What follows belongs to an exercise in optimizing a design on an open flow for small area and a short achievable clock period; a production flow would make more cautious choices. In this exercise RTL edits were held to simulation tests only and were not proved equivalent to the original.

## vgg
module vgg #(
    parameter data_bit = 9,
    parameter pixel_bit = 36,
    parameter ker_bias_bit = 16,
    parameter matrix_num = 9,
    parameter parallelism = 8,
    parameter img_w = 32,
    parameter img_h = 32
) (
    input clk,reset,
    input start,
    input [data_bit-1:0] data_in,
    input signed [ker_bias_bit*matrix_num*parallelism-1:0] kernel,
    input signed [ker_bias_bit*parallelism-1:0] bias,
    input signed [pixel_bit*parallelism-1:0] pixel_read,
    output [3:0]  state,
    output [3:0]  next_state,
    output        mode,
    output        input_en,
    output [15:0] input_addr,
    output [5:0]  input_offset,
    output        read_en,
    output [15:0] read_addr,
    output        write_en,
    output [15:0] write_addr,
    output [7:0]  kernel_addr,
    output [5:0]  bias_addr,
    output        write_l1_picture_en,
    output [7:0]  write_picture_counter,
    output [15:0] write_picture_total_counter,
    output        finish,
    output signed [pixel_bit*parallelism-1:0] pixel_write
);
Size in the first run: ~18000 cells after synthesis, about 2000 I/O pins, roughly 0.24 mm^2 of cells after synthesis.
export LEC_CHECK = 0
export CAP_MARGIN = 20
export CORE_MARGIN = 2
export CORE_UTILIZATION = 30
export PLACE_DENSITY = 0.45
export SLEW_MARGIN = 20
export SYNTH_HIERARCHICAL = 1
create_clock -name core_clock -period 25.0 [get_ports {clk}]
standard.sh (not shown) runs the stock make flow with config.mk's settings and CLKGATE_MAP_FILE= SYNTH_SCRIPT=/design/flow/synth_recipe.tcl, a recipe that flattens the netlist after the stock synthesis.
==> flow/flow/run.sh <==
#!/bin/bash
# Layout flow: the standard.sh (standard synthesis unchanged, then the
# ORFS flow) with these changes in how the layout is optimised:
#  - before global placement every cell is put at its smallest drive
#    strength (flow/downsize.tcl); repair_design / repair_timing size up
#    what slew, capacitance and timing need;
#  - every port still gets a buffer, but a plain buf_1 instead of a
#    clkdlybuf4s50_1 delay cell (sized up by the repair steps as needed);
#  - repair_timing aims for SETUP_SLACK_MARGIN ns of extra setup slack, so
#    the achieved period is optimised, not only the 25 ns target.
# The clock, I/O delays and loads are the design's (constraint.sdc as given).
set -euo pipefail
MARGIN=${MARGIN:-14.7}
HERE=$(pwd)
bash standard.sh SETUP_SLACK_MARGIN=$MARGIN PRE_GLOBAL_PLACE_TCL=$HERE/flow/downsize.tcl \
  "BUFFER_PORTS_ARGS=-buffer_cell sky130_fd_sc_hd__buf_1" finish > flow_make.log 2>&1
==> flow/flow/downsize.tcl <==
# Put every standard cell at the smallest drive strength of its function
# (same cell name up to the _N drive suffix); the resizer's repair_design and
# repair_timing later size up what the timing and slew need.
set db [ord::get_db]
set block [[$db getChip] getBlock]
set n 0
set area_before 0.0
set area_after 0.0
array set best {}
foreach inst [$block getInsts] {
  set m [$inst getMaster]
  set name [$m getName]
  if {![regexp {^(sky130_fd_sc_hd__[a-z0-9]+)_([0-9]+)$} $name -> base drv]} { continue }
  if {[string match "*dfxtp*" $base] || [string match "*dfrtp*" $base] || [string match "*conb*" $base] || [string match "*tap*" $base] || [string match "*fill*" $base] || [string match "*decap*" $base]} { continue }
  if {![info exists best($base)]} {
    set bm ""
    set ba 1e9
    foreach d {0 1 2 4} {
      set cand [$db findMaster ${base}_$d]
      if {$cand == "NULL" || $cand == ""} { continue }
      set a [expr {[$cand getWidth] * [$cand getHeight]}]
      if {$a < $ba} { set ba $a; set bm $cand }
    }
    set best($base) $bm
  }
  set bm $best($base)
  if {$bm != "" && [$bm getName] != $name} {
    $inst swapMaster $bm
    incr n
  }
}
puts "downsize: swapped $n instances to their smallest drive"
The baseline finished with timing, DRC and antenna clean.
Change:
--- a/flow/config.mk
+++ b/flow/config.mk
@@ -7,6 +7,7 @@
 export LEC_CHECK = 0
 export CAP_MARGIN = 20
+export CELL_PAD_IN_SITES_DETAIL_PLACEMENT = 1
 export CORE_MARGIN = 2
-export CORE_UTILIZATION = 30
+export CORE_UTILIZATION = 40
 export PLACE_DENSITY = 0.45
 export SLEW_MARGIN = 20
First-iteration DRC count went down by 1.5%.
Area after synthesis does not change.
Via count went down by 0.39%.
Global-route usage went up by 11 points.
Maximum frequency hardly moves.
Flip-flop and latch count is unchanged.

---

vgg, a different RTL version from the one above (not shown whole).
For scale: about 24000 cells after synthesis, roughly 2000 I/O pins, about 290000 sq um of cells after synthesis.
export LEC_CHECK = 0
export CAP_MARGIN = 20
export CORE_MARGIN = 2
export CORE_UTILIZATION = 50
export CTS_BUF_LIST = sky130_fd_sc_hd__clkbuf_8
export CTS_CLUSTER_SIZE = 20
export SLEW_MARGIN = 20
export SYNTH_HIERARCHICAL = 1
create_clock -name core_clock -period 25.0 [get_ports {clk}]
==> flow/flow/run.sh <==
#!/bin/bash
# Layout flow: the standard.sh (standard synthesis unchanged, then the
# ORFS flow) with these changes in how the layout is optimised:
#  - before global placement every cell is put at its smallest drive
#    strength (flow/downsize.tcl); repair_design / repair_timing size up
#    what slew, capacitance and timing need;
#  - every port still gets a buffer, but a plain buf_1 instead of a
#    clkdlybuf4s50_1 delay cell (sized up by the repair steps as needed);
#  - repair_timing aims for SETUP_SLACK_MARGIN ns of extra setup slack, so
#    the achieved period is optimised, not only the 25 ns target.
# The clock, I/O delays and loads are the design's (constraint.sdc as given).
set -euo pipefail
MARGIN=${MARGIN:-14}
HERE=$(pwd)
bash standard.sh SETUP_SLACK_MARGIN=$MARGIN PRE_GLOBAL_PLACE_TCL=$HERE/flow/downsize.tcl \
  "BUFFER_PORTS_ARGS=-buffer_cell sky130_fd_sc_hd__buf_1" finish > flow_make.log 2>&1
Scripts as last shown in full above: flow/flow/downsize.tcl
The first run reached the layout checks and failed them: max-slew violations.
Edit:
--- a/flow/flow/run.sh
+++ b/flow/flow/run.sh
@@ -13 +13 @@
-MARGIN=${MARGIN:-14}
+MARGIN=${MARGIN:-14.7}
- CORE_UTILIZATION: 50 -> 40
- CTS_BUF_LIST: sky130_fd_sc_hd__clkbuf_8 -> not set
- CTS_CLUSTER_SIZE: 20 -> not set
Effect: With this change the flow finished clean. Routed wire length increases slightly. Synthesized cell count is unchanged. Clock-buffer cell count decreases by 103. Cell count increases by a few percent. Worst setup slack gains 0.53 ns. Register-to-register slack gains 0.05 ns. Sequential cell count is unchanged. Design area increases slightly.

## afterwards: timing with drivers on the ports
The flow's constraints put no driver on any port. The routed layouts listed below were extracted and timed again, unchanged, in two steps.
Step 1: set_driving_cell puts a clkbuf_16 on clk and a buf_2 on each other input, an assumption about the parent block.
Step 2 adds t to the input delays and takes it off the output delays; t is the mean of the earliest and latest rising clock arrival at the registers after step 1. Input paths then give back, and output paths get back, about the clock's delay inside the block.
Slacks: ideal / step 1 / step 2; pairs: ideal / step 1.
run	t, ns	setup WS [ns]	cell pins on the clock port's net
the first run of note 1	1.111	14.623 / 14.564 / 13.473	1
the second run of note 1	1.131	14.646 / 14.487 / 13.563	1
the first run of note 2	1.349	14.056 / 13.907 / 13.919	1
the second run of note 2	1.113	14.589 / 14.569 / 13.848	1
For the first run of note 1, which loses most, drivers alone change the setup slack by -0.059 ns; drivers and shift together by -1.150 ns.
